From an optimization exercise on the open Yosys and OpenROAD flow, aimed at small area, a short achievable clock period and few clock cycles per item; shortcuts taken in it are not production practice.

== run a ==
==> flow/design.v <==
`timescale 1ns / 1ps
module shift_sub_mod_mul #(
  parameter Data_Width = 256
)(
  input  logic                      i_clk,
  input  logic                      i_rst_n,
  input  logic                      i_load,
  input  logic [Data_Width - 1 : 0] i_a,
  input  logic [Data_Width - 1 : 0] i_b,
  input  logic [Data_Width - 1 : 0] i_m,
  output logic                      o_ready,
  output logic                      o_busy,
  output logic [Data_Width - 1 : 0] o_p
);
  localparam int N = Data_Width;
  localparam int W = Data_Width + 2;
  logic [N-1:0] a_r, b_r, m_r;
  logic [W-1:0] s_r, c_r;
  logic       ph_first, ph_step, ph_res, ph_rot, addm;
  logic       sel_shl, sel_res;    
  logic [7:0] cnt, sh;
  function automatic logic [1:0] qdec(input logic [6:0] h, input logic [3:0] mi);
    logic signed [7:0] hs, t0, t1, t2;
    hs = {h[6], h};
    case (mi)
      4'd5:    begin t0 = -8'sd6;  t1 = 8'sd6;  t2 = 8'sd16; end
      4'd6:    begin t0 = -8'sd6;  t1 = 8'sd8;  t2 = 8'sd20; end
      4'd7:    begin t0 = -8'sd6;  t1 = 8'sd10; t2 = 8'sd24; end
      4'd8:    begin t0 = -8'sd6;  t1 = 8'sd12; t2 = 8'sd28; end
      4'd9:    begin t0 = -8'sd7;  t1 = 8'sd13; t2 = 8'sd31; end
      4'd10:   begin t0 = -8'sd9;  t1 = 8'sd13; t2 = 8'sd33; end
      4'd11:   begin t0 = -8'sd11; t1 = 8'sd13; t2 = 8'sd35; end
      4'd12:   begin t0 = -8'sd13; t1 = 8'sd13; t2 = 8'sd37; end
      4'd13:   begin t0 = -8'sd15; t1 = 8'sd13; t2 = 8'sd39; end
      4'd14:   begin t0 = -8'sd17; t1 = 8'sd13; t2 = 8'sd41; end
      4'd15:   begin t0 = -8'sd19; t1 = 8'sd13; t2 = 8'sd43; end
      default: begin t0 = -8'sd6;  t1 = 8'sd4;  t2 = 8'sd12; end
    endcase
    if (hs < t0)      qdec = 2'd0;
    else if (hs < t1) qdec = 2'd1;
    else if (hs < t2) qdec = 2'd2;
    else              qdec = 2'd3;
  endfunction
  function automatic logic [W-1:0] ymul(input logic [3:0] q, input logic [N-1:0] m);
    ymul = q[2] ? ~{2'b00, m} :
           q[3] ? ~{1'b0, m, 1'b0} :
           q[0] ?  {2'b00, m} : '0;
  endfunction
  function automatic logic [3:0] onehot(input logic [1:0] d);
    onehot = 4'b0001 << d;
  endfunction
  logic [3:0]    q1_r;
  logic          stepq;
  logic [3:0]    mi;
  logic [3:0]    q1, q2;
  logic [W-1:0]  x1, y1, z1, yy1, s1a, c1a, s1, c1;
  logic [W-1:0]  x2, y2, z2, z3, yy2, s2a, c2a, s2, c2;
  logic [W-1:0]  ym [4];
  assign stepq = ph_first | ph_step;
  assign mi    = m_r[N-1:N-4];
  assign z1 = b_r[N-1] ? {2'b00, a_r} : '0;
  assign z2 = b_r[N-2] ? {2'b00, a_r} : '0;
  assign z3 = b_r[N-3] ? {2'b00, a_r} : '0;
  always_comb for (int k = 0; k < 4; k++) ym[k] = ymul(4'b0001 << k, m_r);
  assign x1 = ({W{sel_shl}} & {s_r[W-2:0], ph_rot & s_r[W-1]}) | ({W{sel_res}} & {1'b0, s_r[W-1:1]});
  assign y1 = ({W{sel_shl}} & {c_r[W-2:0], 1'b0})              | ({W{sel_res}} & {1'b0, c_r[W-1:1]});
  assign q1  = q1_r;
  assign yy1 = ymul(q1, m_r);
  assign s1a = x1 ^ y1 ^ z1;
  assign c1a = {((x1 & y1) | (x1 & z1) | (y1 & z1)), 1'b0} | {{(W-1){1'b0}}, q1[2] | q1[3]};
  assign s1  = s1a ^ c1a ^ yy1;
  assign c1  = {((s1a & c1a) | (s1a & yy1) | (c1a & yy1)), 1'b0};
  logic [8:0] xw2, yw2, xw3, yw3;
  logic [8:0] base2, base3;
  logic [1:0] d2 [4];
  logic [1:0] d3 [4][4];
  assign xw2 = ph_first ? 9'd0 : s_r[W-3:W-11];
  assign yw2 = ph_first ? 9'd0 : c_r[W-3:W-11];
  assign xw3 = ph_first ? 9'd0 : s_r[W-4:W-12];
  assign yw3 = ph_first ? 9'd0 : c_r[W-4:W-12];
  assign base2 = xw2 + yw2 + z1[W-2:W-10] + z2[W-1:W-9];
  assign base3 = xw3 + yw3 + z1[W-3:W-11] + z2[W-2:W-10] + z3[W-1:W-9];
  always_comb begin
    logic [8:0] t;
    for (int i = 0; i < 4; i++) begin
      t = base2 + ym[i][W-2:W-10];
      d2[i] = qdec(t[8:2], mi);
      for (int k = 0; k < 4; k++) begin
        t = base3 + ym[i][W-3:W-11] + ym[k][W-2:W-10];
        d3[i][k] = qdec(t[8:2], mi);
      end
    end
  end
  always_comb begin
    logic [1:0] d;
    d = '0;
    for (int i = 0; i < 4; i++) if (q1[i]) d = d | d2[i];
    q2 = stepq ? onehot(d) : (addm ? 4'b0001 : 4'b0010);
  end
  logic [3:0] q3;
  always_comb begin
    logic [1:0] d;
    d = '0;
    for (int i = 0; i < 4; i++)
      for (int k = 0; k < 4; k++)
        if (q1[i] & q2[k]) d = d | d3[i][k];
    q3 = onehot(d);
  end
  assign x2 = {s1[W-2:0], (ph_rot & s1[W-1]) | (sel_res & s_r[0])};
  assign y2 = {c1[W-2:0], 1'b0};
  assign yy2 = ymul(q2, m_r);
  assign s2a = x2 ^ y2 ^ z2;
  assign c2a = {((x2 & y2) | (x2 & z2) | (y2 & z2)), 1'b0} | {{(W-1){1'b0}}, q2[2] | q2[3]};
  assign s2  = s2a ^ c2a ^ yy2;
  assign c2  = {((s2a & c2a) | (s2a & yy2) | (c2a & yy2)), 1'b0};
  logic la_cz, la_neg;
  assign la_cz  = ~|c1a;
  assign la_neg = s1a[W-2];
  logic       n_first, n_step, n_res, n_rot, n_addm, n_ready, n_busy;
  logic [7:0] n_cnt, n_sh;
  always_comb begin
    n_first = ph_first;
    n_step  = ph_step;
    n_res   = ph_res;
    n_rot   = ph_rot;
    n_addm  = addm;
    n_cnt   = cnt;
    n_sh    = sh;
    n_ready = 1'b0;
    n_busy  = o_busy;
    if (i_load) begin
      n_first = 1'b1;
      n_step  = 1'b0;
      n_res   = 1'b0;
      n_rot   = 1'b0;
      n_addm  = 1'b0;
      n_cnt   = '0;
      n_sh    = '0;
      n_busy  = 1'b1;
    end else begin
      if (ph_first) begin
        if (m_r[N-1:N-2] != 2'b00) begin
          n_first = 1'b0;
          n_step  = 1'b1;
          n_cnt   = 8'd1;
        end else begin
          n_sh = sh + 8'd2;
        end
      end
      if (ph_step) begin
        n_cnt = cnt + 8'd1;
        if (cnt == 8'd127) begin
          n_step = 1'b0;
          n_res  = 1'b1;
        end
      end
      if (ph_res) begin
        if (addm) begin
          n_addm = 1'b0;
        end else if (la_cz) begin
          if (la_neg) begin
            n_addm = 1'b1;
          end else if (sh == 8'd0) begin
            n_res   = 1'b0;
            n_ready = 1'b1;
            n_busy  = 1'b0;
          end else begin
            n_res = 1'b0;
            n_rot = 1'b1;
            n_cnt = {1'b0, sh[7:1]};
          end
        end
      end
      if (ph_rot) begin
        n_cnt = cnt + 8'd1;
        if (cnt == 8'd128) begin
          n_rot   = 1'b0;
          n_ready = 1'b1;
          n_busy  = 1'b0;
        end
      end
    end
  end
  always_ff @(posedge i_clk or negedge i_rst_n) begin
    if (!i_rst_n) begin
      ph_first <= 1'b0;
      ph_step  <= 1'b0;
      ph_res   <= 1'b0;
      ph_rot   <= 1'b0;
      addm     <= 1'b0;
      cnt      <= '0;
      sh       <= '0;
      o_busy   <= 1'b0;
      o_ready  <= 1'b0;
      sel_shl  <= 1'b0;
      sel_res  <= 1'b1;
    end else begin
      ph_first <= n_first;
      ph_step  <= n_step;
      ph_res   <= n_res;
      ph_rot   <= n_rot;
      addm     <= n_addm;
      cnt      <= n_cnt;
      sh       <= n_sh;
      o_busy   <= n_busy;
      o_ready  <= n_ready;
      sel_shl  <= n_step | n_rot;
      sel_res  <= ~n_first & ~n_step & ~n_rot;
    end
  end
  always_ff @(posedge i_clk) begin
    s_r <= s2;
    c_r <= c2;
    if (i_load) begin
      a_r <= i_a;
      b_r <= i_b;
      m_r <= i_m;
      q1_r <= onehot(qdec(i_b[N-1] ? {2'b00, i_a[N-1:N-5]} : 7'd0, i_m[N-1:N-4]));
    end else begin
      b_r <= {b_r[N-3:0], 2'b00};
      if (m_r[N-1:N-2] == 2'b00) m_r <= {m_r[N-3:0], 2'b00};
      if (n_first)
        q1_r <= onehot(qdec(b_r[N-3] ? {2'b00, a_r[N-1:N-5]} : 7'd0,
                            (m_r[N-1:N-2] == 2'b00) ? m_r[N-3:N-6] : m_r[N-1:N-4]));
      else if (n_step)
        q1_r <= q3;
      else
        q1_r <= 4'b0010;
    end
  end
  assign o_p = s_r[N-1:0];
endmodule
==> flow/config.mk <==
export PLATFORM = sky130hd
export DESIGN_NAME = shift_sub_mod_mul
export DESIGN_NICKNAME = shift_sub_mod_mul
export VERILOG_FILES = /design/flow/design.v
export SDC_FILE = /design/flow/constraint.sdc
export NUM_CORES = 4
export LEC_CHECK = 0
export CAP_MARGIN = 30
export CORE_MARGIN = 2
export CORE_UTILIZATION = 35
export SETUP_SLACK_MARGIN = 0.5
export SLEW_MARGIN = 40
==> flow/constraint.sdc <==
create_clock -name core_clock -period 14.0 [get_ports {i_clk}]
set_input_delay 2.8000 -clock core_clock [delete_from_list [all_inputs] [get_ports {i_clk}]]
set_output_delay 2.8000 -clock core_clock [all_outputs]
set_load 0.01 [all_outputs]
standard.sh (not shown) runs the stock make flow with config.mk's settings and CLKGATE_MAP_FILE= SYNTH_SCRIPT=/design/flow/synth_recipe.tcl, a recipe that flattens the netlist after the stock synthesis.
==> flow/flow/run.sh <==
#!/bin/bash
bash standard.sh SETUP_SLACK_MARGIN=9.5 finish > standard_run.log 2>&1
For run b, these inputs were changed with respect to run a:
diff --git a/flow/design.v b/flow/design.v
--- a/flow/design.v
+++ b/flow/design.v
@@ -69,42 +69,38 @@
   assign s1a = x1 ^ y1 ^ z1;
   assign c1a = {((x1 & y1) | (x1 & z1) | (y1 & z1)), 1'b0} | {{(W-1){1'b0}}, q1[2] | q1[3]};
   assign s1  = s1a ^ c1a ^ yy1;
   assign c1  = {((s1a & c1a) | (s1a & yy1) | (c1a & yy1)), 1'b0};
-  logic [8:0] xw2, yw2, xw3, yw3;
+  logic [8:0] xw2, yw2, xw3, yw3, yq2, yq3;
   logic [8:0] base2, base3;
-  logic [1:0] d2 [4];
-  logic [1:0] d3 [4][4];
+  logic [1:0] d3 [4];
   assign xw2 = ph_first ? 9'd0 : s_r[W-3:W-11];
   assign yw2 = ph_first ? 9'd0 : c_r[W-3:W-11];
   assign xw3 = ph_first ? 9'd0 : s_r[W-4:W-12];
   assign yw3 = ph_first ? 9'd0 : c_r[W-4:W-12];
-  assign base2 = xw2 + yw2 + z1[W-2:W-10] + z2[W-1:W-9];
-  assign base3 = xw3 + yw3 + z1[W-3:W-11] + z2[W-2:W-10] + z3[W-1:W-9];
+  always_comb begin
+    yq2 = '0;
+    yq3 = '0;
+    for (int i = 0; i < 4; i++) begin
+      yq2 = yq2 | ({9{q1[i]}} & ym[i][W-2:W-10]);
+      yq3 = yq3 | ({9{q1[i]}} & ym[i][W-3:W-11]);
+    end
+  end
+  assign base2 = xw2 + yw2 + z1[W-2:W-10] + z2[W-1:W-9] + yq2;
+  assign base3 = xw3 + yw3 + z1[W-3:W-11] + z2[W-2:W-10] + z3[W-1:W-9] + yq3;
   always_comb begin
     logic [8:0] t;
-    for (int i = 0; i < 4; i++) begin
-      t = base2 + ym[i][W-2:W-10];
-      d2[i] = qdec(t[8:2], mi);
-      for (int k = 0; k < 4; k++) begin
-        t = base3 + ym[i][W-3:W-11] + ym[k][W-2:W-10];
-        d3[i][k] = qdec(t[8:2], mi);
-      end
-    end
-  end
+    for (int k = 0; k < 4; k++) begin
+      t = base3 + ym[k][W-2:W-10];
+      d3[k] = qdec(t[8:2], mi);
+    end
+  end
+  assign q2 = stepq ? onehot(qdec(base2[8:2], mi)) : (addm ? 4'b0001 : 4'b0010);
+  logic [3:0] q3;
   always_comb begin
     logic [1:0] d;
     d = '0;
-    for (int i = 0; i < 4; i++) if (q1[i]) d = d | d2[i];
-    q2 = stepq ? onehot(d) : (addm ? 4'b0001 : 4'b0010);
-  end
-  logic [3:0] q3;
-  always_comb begin
-    logic [1:0] d;
-    d = '0;
-    for (int i = 0; i < 4; i++)
-      for (int k = 0; k < 4; k++)
-        if (q1[i] & q2[k]) d = d | d3[i][k];
+    for (int k = 0; k < 4; k++) if (q2[k]) d = d | d3[k];
     q3 = onehot(d);
   end
   assign x2 = {s1[W-2:0], (ph_rot & s1[W-1]) | (sel_res & s_r[0])};
   assign y2 = {c1[W-2:0], 1'b0};
[summary]
- Run b reached the final stage; the timing, design-rule and antenna checks on its layout passed.
- Run b against run a: met3 layer wire length in the routed design fell by 10%; proportion of register bits with asynchronous set or reset after synthesis stayed essentially flat; total of max-cap violations stayed essentially flat.
- The critical path endpoint comes out s_r[203] in one run and q1_r[1] in the other, namely in run b and run a respectively.
- Against run a, run b comes in 7.9 points lower on share of the clock period used by the worst path after layout.
- Slowest stage cell on the critical path = fa_1: run b; slowest stage cell on the critical path = fa_2: run a
Function was not checked in any run of this note: the RTL went through the layout flow alone.

afterwards: timing with drivers on the ports:
How much do the figures lean on ideal ports? The routed layouts below were timed once more, with nothing changed but the port constraints.
Step 1 assumes that a clkbuf_16 drives the clock port and a buf_2 every other input.
Step 2 moves the port delays by t, midway between the first and last clock arrival at a register: inputs arrive t later, outputs are due t later. That takes back most of the time a late clock gives input paths.
Slacks: ideal ports / drivers / drivers and shift; pairs: ideal ports / drivers.
run	shift t [ns]	setup slack, ns	worst hold slack (ns)
run a	0.944	6.565 / 6.565 / 6.565	0.440 / 0.440 / 0.440
run b	0.939	7.671 / 7.671 / 7.671	0.452 / 0.452 / 0.452
After both steps every run listed still meets setup and hold.
